From an optimization exercise on the open Yosys and OpenROAD flow, aimed at small area; shortcuts taken in it are not production practice.
In this exercise RTL edits were held to simulation tests only and were not proved equivalent to the original.

==> trial 59: inputs <==
// r22sdf_64pt
module r22sdf_64pt#(
	parameter data_resolution	= 16,
	parameter fft_length		= 64
)(
	input								sys_clk,
	input								sys_nrst,
	input								sys_en,
	input	[data_resolution-1 : 0]		din_r,
	input	[data_resolution-1 : 0]		din_i,
	output	[data_resolution-1 : 0]		dout_r,
	output	[data_resolution-1 : 0]		dout_i
);
	reg		[5 : 0]		phase;
	reg					run_en;		 
	reg					wrapped;	 
	reg					out_vld;	 
	always@(posedge sys_clk or negedge sys_nrst)begin
		if(!sys_nrst)begin
			phase <= 'd0;
			run_en <= 1'b0;
			wrapped <= 1'b0;
			out_vld <= 1'b0;
		end else begin
			if(sys_en)begin
				phase <= phase + 'd1;
				if(phase == 6'd33)
					run_en <= 1'b1;
				if(run_en && phase == 6'd63)
					wrapped <= 1'b1;
				if(wrapped && phase == 6'd50)
					out_vld <= 1'b1;
			end
		end
	end
	wire					sys_en_glb = sys_en & run_en;
	wire	[data_resolution-1 : 0]		dout_r_2t1;
	wire	[data_resolution-1 : 0]		dout_i_2t1;
	wire	[data_resolution-1 : 0]		dout_r_1t0;
	wire	[data_resolution-1 : 0]		dout_i_1t0;
	wire	[data_resolution-1 : 0]		dout_r_w;
  ...
export LEC_CHECK = 0
export CAP_MARGIN = 20
export CORE_MARGIN = 2
export CORE_UTILIZATION = 55
export CTS_BUF_LIST = sky130_fd_sc_hd__clkbuf_8
export CTS_CLUSTER_DIAMETER = 70
export CTS_CLUSTER_SIZE = 18
export SLEW_MARGIN = 20
create_clock -name core_clock -period 10.0 [get_ports {sys_clk}]
run.sh (not shown) runs the stock make flow with config.mk's settings and CLKGATE_MAP_FILE= SYNTH_SCRIPT=/design/flow/synth_recipe.tcl, a recipe that flattens the netlist after the stock synthesis.
==> trial 30: changes against trial 59 <==
- CTS_CLUSTER_DIAMETER: 70 -> 60
- CTS_CLUSTER_SIZE: 18 -> 16
==> notes.md <==
- Trial 30 finished but failed the layout checks on negative setup slack. Trial 59 ran to the end with violations: negative setup slack.
- Against trial 30, the clock-buffer cell count of trial 59 is lower by 23.
- In die area, trial 59 and trial 30 do not differ.
- Between trial 59 and trial 30, the lower hold slack is in trial 59 (gap 0.035 ns).
- In trial 59 the non-clock buffer count is higher than in trial 30, by 17.
- Of trial 59 and trial 30, trial 30 has the higher utilization (gap 0.068 points).

========
==> v31 <==
r22sdf_64pt, a different RTL version from the one above (not shown whole).
export LEC_CHECK = 0
export CAP_MARGIN = 20
export CORE_MARGIN = 2
export CORE_UTILIZATION = 55
export CTS_BUF_LIST = sky130_fd_sc_hd__clkbuf_8
export CTS_CLUSTER_DIAMETER = 60
export CTS_CLUSTER_SIZE = 16
export SLEW_MARGIN = 20
create_clock -name core_clock -period 10.0 [get_ports {sys_clk}]
==> v36 (differences from v31) <==
- CORE_UTILIZATION: 55 -> 50
- CTS_CLUSTER_SIZE: 16 -> 18
==> notes.md <==
| quantity | v36 | v31 |
|---|---|---|
| Status | timing/DRC/antenna clean | timing/DRC/antenna clean |
| Sum of buffers and inverters on the critical path | 5 | 6 |
| Required time at the endpoint of the critical path | 10.76 ns | 10.70 ns |
| Number of placed cells counting well taps | 13.2k | 12.9k |
| Maximum number of pins on one net before global-route repair | 214 | 198 |
| Vertical extent of the die | 527 microns | 502 microns |
| Total number of cells along the worst setup path | 34 | 32 |
| Storage element area | 78100 sq um | 78100 sq um |
| Area of the multi-input gates | 51500 sq um | 51500 sq um |
| Sequential share of cell area | 0.527 | 0.529 |
| Vias | 72.8k | 73.0k |
| Tap cell count | 3570 | 3312 |
| Final WS setup | 0.442 ns | 0.329 ns |
| NonClk Buf Share | 0.0382 | 0.0354 |

========
==> inputs of trial 86 <==
Another version of the RTL of r22sdf_64pt (not shown whole).
==> module bf2i, before the edit <==
module bf2i#(
	parameter data_resolution = 16,
	parameter delay_num = 2
)(
	input								sys_clk,
	input								sys_en,
	input								sel,
	input	[data_resolution-1 : 0]		din_r,
	input	[data_resolution-1 : 0]		din_i,
	output	[data_resolution-1 : 0]		dout_r,
	output	[data_resolution-1 : 0]		dout_i
);
	reg		[data_resolution-1 : 0]		din_r_r;
	reg		[data_resolution-1 : 0]		din_i_r;
	reg		[data_resolution-1 : 0]		delay_r		[delay_num-1 : 0];
	reg		[data_resolution-1 : 0]		delay_i		[delay_num-1 : 0];
	reg		[data_resolution-1 : 0]		dout_r_r;
	reg		[data_resolution-1 : 0]		dout_i_r;
	wire	[data_resolution-1 : 0]		delay_r_w = delay_r[delay_num-1];
	wire	[data_resolution-1 : 0]		delay_i_w = delay_i[delay_num-1];
	wire	[data_resolution-1 : 0]		buff_r_d0 = sel ? delay_r_w + din_r_r : delay_r_w;
	wire	[data_resolution-1 : 0]		buff_i_d0 = sel ? delay_i_w + din_i_r : delay_i_w;
	wire	[data_resolution-1 : 0]		buff_r_d1 = sel ? delay_r_w - din_r_r : din_r_r;
	wire	[data_resolution-1 : 0]		buff_i_d1 = sel ? delay_i_w - din_i_r : din_i_r;
	integer k;
	always@(posedge sys_clk)begin
		if(sys_en)begin
			din_r_r <= din_r;
			din_i_r <= din_i;
			delay_r[0] <= buff_r_d1;
			delay_i[0] <= buff_i_d1;
			for(k=1;k<delay_num;k=k+1)begin
				delay_r[k] <= delay_r[k-1];
				delay_i[k] <= delay_i[k-1];
			end
			dout_r_r <= buff_r_d0;
			dout_i_r <= buff_i_d0;
		end
	end
	assign dout_r = dout_r_r;
	assign dout_i = dout_i_r;
endmodule
==> module bf2ii, before the edit <==
module bf2ii#(
	parameter data_resolution = 16,
	parameter delay_num = 1
)(
	input								sys_clk,
	input								sys_en,
	input	[1 : 0]						sel,
	input	[data_resolution-1 : 0]		din_r,
	input	[data_resolution-1 : 0]		din_i,
	output	[data_resolution-1 : 0]		dout_r,
	output	[data_resolution-1 : 0]		dout_i
);
	reg		[data_resolution-1 : 0]		din_r_r;
	reg		[data_resolution-1 : 0]		din_i_r;
	reg		[data_resolution-1 : 0]		delay_r		[delay_num-1 : 0];
	reg		[data_resolution-1 : 0]		delay_i		[delay_num-1 : 0];
	reg		[data_resolution-1 : 0]		dout_r_r;
	reg		[data_resolution-1 : 0]		dout_i_r;
	wire	[data_resolution-1 : 0]		delay_r_w = delay_r[delay_num-1];
	wire	[data_resolution-1 : 0]		delay_i_w = delay_i[delay_num-1];
	wire								rot = (sel == 2'b01);
	wire								bfly = sel[0];
	wire	[data_resolution-1 : 0]		x_r = rot ? din_i_r : din_r_r;
	wire	[data_resolution-1 : 0]		x_i = rot ? din_r_r : din_i_r;
	wire	[data_resolution-1 : 0]		x_i_add = x_i ^ {data_resolution{rot}};
	wire	[data_resolution-1 : 0]		x_i_sub = x_i ^ {data_resolution{!rot}};
	wire	[data_resolution-1 : 0]		buff_r_d0 = bfly ? delay_r_w + x_r : delay_r_w;
	wire	[data_resolution-1 : 0]		buff_i_d0 = bfly ? delay_i_w + x_i_add + rot : delay_i_w;
	wire	[data_resolution-1 : 0]		buff_r_d1 = bfly ? delay_r_w - x_r : din_r_r;
	wire	[data_resolution-1 : 0]		buff_i_d1 = bfly ? delay_i_w + x_i_sub + !rot : din_i_r;
	integer k;
	always@(posedge sys_clk)begin
		if(sys_en)begin
			din_r_r <= din_r;
			din_i_r <= din_i;
			delay_r[0] <= buff_r_d1;
			delay_i[0] <= buff_i_d1;
			for(k=1;k<delay_num;k=k+1)begin
				delay_r[k] <= delay_r[k-1];
				delay_i[k] <= delay_i[k-1];
			end
			dout_r_r <= buff_r_d0;
			dout_i_r <= buff_i_d0;
		end
	end
	assign dout_r = dout_r_r;
	assign dout_i = dout_i_r;
endmodule
clock: 10.0 ns
lec_check: 0
cap_margin: 20
core_margin: 2
core_utilization: 40
slew_margin: 20
==> trial 68 (differences from trial 86) <==
--- a/flow/design.v
+++ b/flow/design.v
@@ -1766,6 +1766,12 @@
 	wire	[data_resolution-1 : 0]		delay_i_w = delay_i[delay_num-1];
-	wire	[data_resolution-1 : 0]		buff_r_d0 = sel ? delay_r_w + din_r_r : delay_r_w;
-	wire	[data_resolution-1 : 0]		buff_i_d0 = sel ? delay_i_w + din_i_r : delay_i_w;
-	wire	[data_resolution-1 : 0]		buff_r_d1 = sel ? delay_r_w - din_r_r : din_r_r;
-	wire	[data_resolution-1 : 0]		buff_i_d1 = sel ? delay_i_w - din_i_r : din_i_r;
+	wire	[data_resolution-1 : 0]		dly_r_g = delay_r_w & {data_resolution{sel}};
+	wire	[data_resolution-1 : 0]		dly_i_g = delay_i_w & {data_resolution{sel}};
+	wire	[data_resolution-1 : 0]		buff_r_d0;
+	wire	[data_resolution-1 : 0]		buff_i_d0;
+	wire	[data_resolution-1 : 0]		buff_r_d1;
+	wire	[data_resolution-1 : 0]		buff_i_d1;
+	rca#(.width(data_resolution)) add_r(.a(delay_r_w), .b(din_r_r & {data_resolution{sel}}), .ci(1'b0), .s(buff_r_d0));
+	rca#(.width(data_resolution)) add_i(.a(delay_i_w), .b(din_i_r & {data_resolution{sel}}), .ci(1'b0), .s(buff_i_d0));
+	rca#(.width(data_resolution)) sub_r(.a(dly_r_g), .b(din_r_r ^ {data_resolution{sel}}), .ci(sel), .s(buff_r_d1));
+	rca#(.width(data_resolution)) sub_i(.a(dly_i_g), .b(din_i_r ^ {data_resolution{sel}}), .ci(sel), .s(buff_i_d1));
 	integer k;
@@ -1788,2 +1794,19 @@
 endmodule
+module rca#(
+	parameter width = 16
+)(
+	input	[width-1 : 0]	a,
+	input	[width-1 : 0]	b,
+	input					ci,
+	output	[width-1 : 0]	s
+);
+	wire	[width : 0]		c;
+	assign c[0] = ci;
+	genvar i;
+	generate
+		for(i=0;i<width;i=i+1)begin : bit_loop
+			assign {c[i+1], s[i]} = a[i] + b[i] + c[i];
+		end
+	endgenerate
+endmodule
 `timescale 1 ns/ 1 ps
@@ -1813,8 +1836,14 @@
 	wire	[data_resolution-1 : 0]		x_i = rot ? din_r_r : din_i_r;
-	wire	[data_resolution-1 : 0]		x_i_add = x_i ^ {data_resolution{rot}};
-	wire	[data_resolution-1 : 0]		x_i_sub = x_i ^ {data_resolution{!rot}};
-	wire	[data_resolution-1 : 0]		buff_r_d0 = bfly ? delay_r_w + x_r : delay_r_w;
-	wire	[data_resolution-1 : 0]		buff_i_d0 = bfly ? delay_i_w + x_i_add + rot : delay_i_w;
-	wire	[data_resolution-1 : 0]		buff_r_d1 = bfly ? delay_r_w - x_r : din_r_r;
-	wire	[data_resolution-1 : 0]		buff_i_d1 = bfly ? delay_i_w + x_i_sub + !rot : din_i_r;
+	wire	[data_resolution-1 : 0]		dly_r_g = delay_r_w & {data_resolution{bfly}};
+	wire	[data_resolution-1 : 0]		dly_i_g = delay_i_w & {data_resolution{bfly}};
+	wire								sub_i0 = bfly & rot;		 
+	wire								sub_i1 = bfly & !rot;		 
+	wire	[data_resolution-1 : 0]		buff_r_d0;
+	wire	[data_resolution-1 : 0]		buff_i_d0;
+	wire	[data_resolution-1 : 0]		buff_r_d1;
+	wire	[data_resolution-1 : 0]		buff_i_d1;
+	rca#(.width(data_resolution)) add_r(.a(delay_r_w), .b(x_r & {data_resolution{bfly}}), .ci(1'b0), .s(buff_r_d0));
+	rca#(.width(data_resolution)) add_i(.a(delay_i_w), .b((x_i & {data_resolution{bfly}}) ^ {data_resolution{sub_i0}}), .ci(sub_i0), .s(buff_i_d0));
+	rca#(.width(data_resolution)) sub_r(.a(dly_r_g), .b(x_r ^ {data_resolution{bfly}}), .ci(bfly), .s(buff_r_d1));
+	rca#(.width(data_resolution)) sub_i(.a(dly_i_g), .b(x_i ^ {data_resolution{sub_i1}}), .ci(sub_i1), .s(buff_i_d1));
 	integer k;
--- a/flow/config.mk
+++ b/flow/config.mk
@@ -9,3 +9,6 @@
 export CORE_MARGIN = 2
-export CORE_UTILIZATION = 40
+export CORE_UTILIZATION = 55
+export CTS_BUF_LIST = sky130_fd_sc_hd__clkbuf_8
+export CTS_CLUSTER_DIAMETER = 60
+export CTS_CLUSTER_SIZE = 16
 export SLEW_MARGIN = 20
==> qor summary <==
	trial 68	trial 86
Relative slew slack	22.3%	22.5%
Data required time at the worst endpoint	10.75 ns	10.62 ns
Clock Pin Slew Worst Setup and Hold Paths	0.10 ns	0.06 ns
Data arrival, critical path	10.36 ns	10.19 ns
Synth Area per Inst	14.4 um2	12.7 um2
Xor/xnor share of the synthesized area	6.45%	7.15%
Post-Syn Instances	9675	11500
Die span in x	508 um	609 um
Worst path max stage delay	0.62 ns	0.58 ns
Wire length of the first global-routing pass	505000 um	569000 um
Met2 track demand over resource in global routing	39.9%	33.4%
Multi-input combinational cell count	5265	7109
Number of nets produced by synthesis	11400	13100
Post-synth top area share	55.8%	53.2%
CTS Buf Count	205	272
HPWL after detailed placement	256000 um	277000 um
Pin count of the biggest net entering global routing	216	202
Status	complete, no violations	complete, no violations
Proportion of cell area occupied by multi-input gates	36.2%	37.3%
Post-route met1 wirelength	154000 um	158000 um
Clock Buffer Count	207	334
Antenna violations before repair	20	6
Maximum level of the CTS H-tree	4	5
Minimum clock period	9.61 ns	9.57 ns
Fraction of final layout cells with drive strength greater than 1	9.98%	10.1%

[port drivers added, routing unchanged]
No port has a modelled driver above. Below, the same layouts with a new extraction and two added sets of constraints.
Step 1, drivers: a clkbuf_16 drives sys_clk and a buf_2 each remaining input, both assumed.
Step 2 moves the port delays by t, midway between the first and last clock arrival at a register: inputs arrive t later, outputs are due t later. That takes back most of the time a late clock gives input paths.
Slacks: ideal ports / drivers / drivers and shift; pairs: ideal ports / drivers.
run | t, ns | setup slack, ns | latest minus earliest clock arrival (ns) | worst data-port slew with drivers (ns) | pins driven straight from the clock port
trial 59 | 1.066 | -1.524 / -1.524 / -1.524 | 0.140 / 0.140 | 0.10 | 1
trial 30 | 1.064 | -1.443 / -1.443 / -1.443 | 0.158 / 0.158 | 0.10 | 1
v31 | 1.023 | 0.329 / 0.329 / 0.329 | 0.162 / 0.162 | 0.20 | 1
v36 | 1.049 | 0.442 / 0.442 / 0.442 | 0.173 / 0.173 | 0.15 | 1
trial 86 | 0.965 | 0.429 / 0.429 / 0.429 | 0.101 / 0.102 | 0.17 | 1
trial 68 | 1.040 | 0.391 / 0.391 / 0.391 | 0.133 / 0.133 | 0.16 | 1
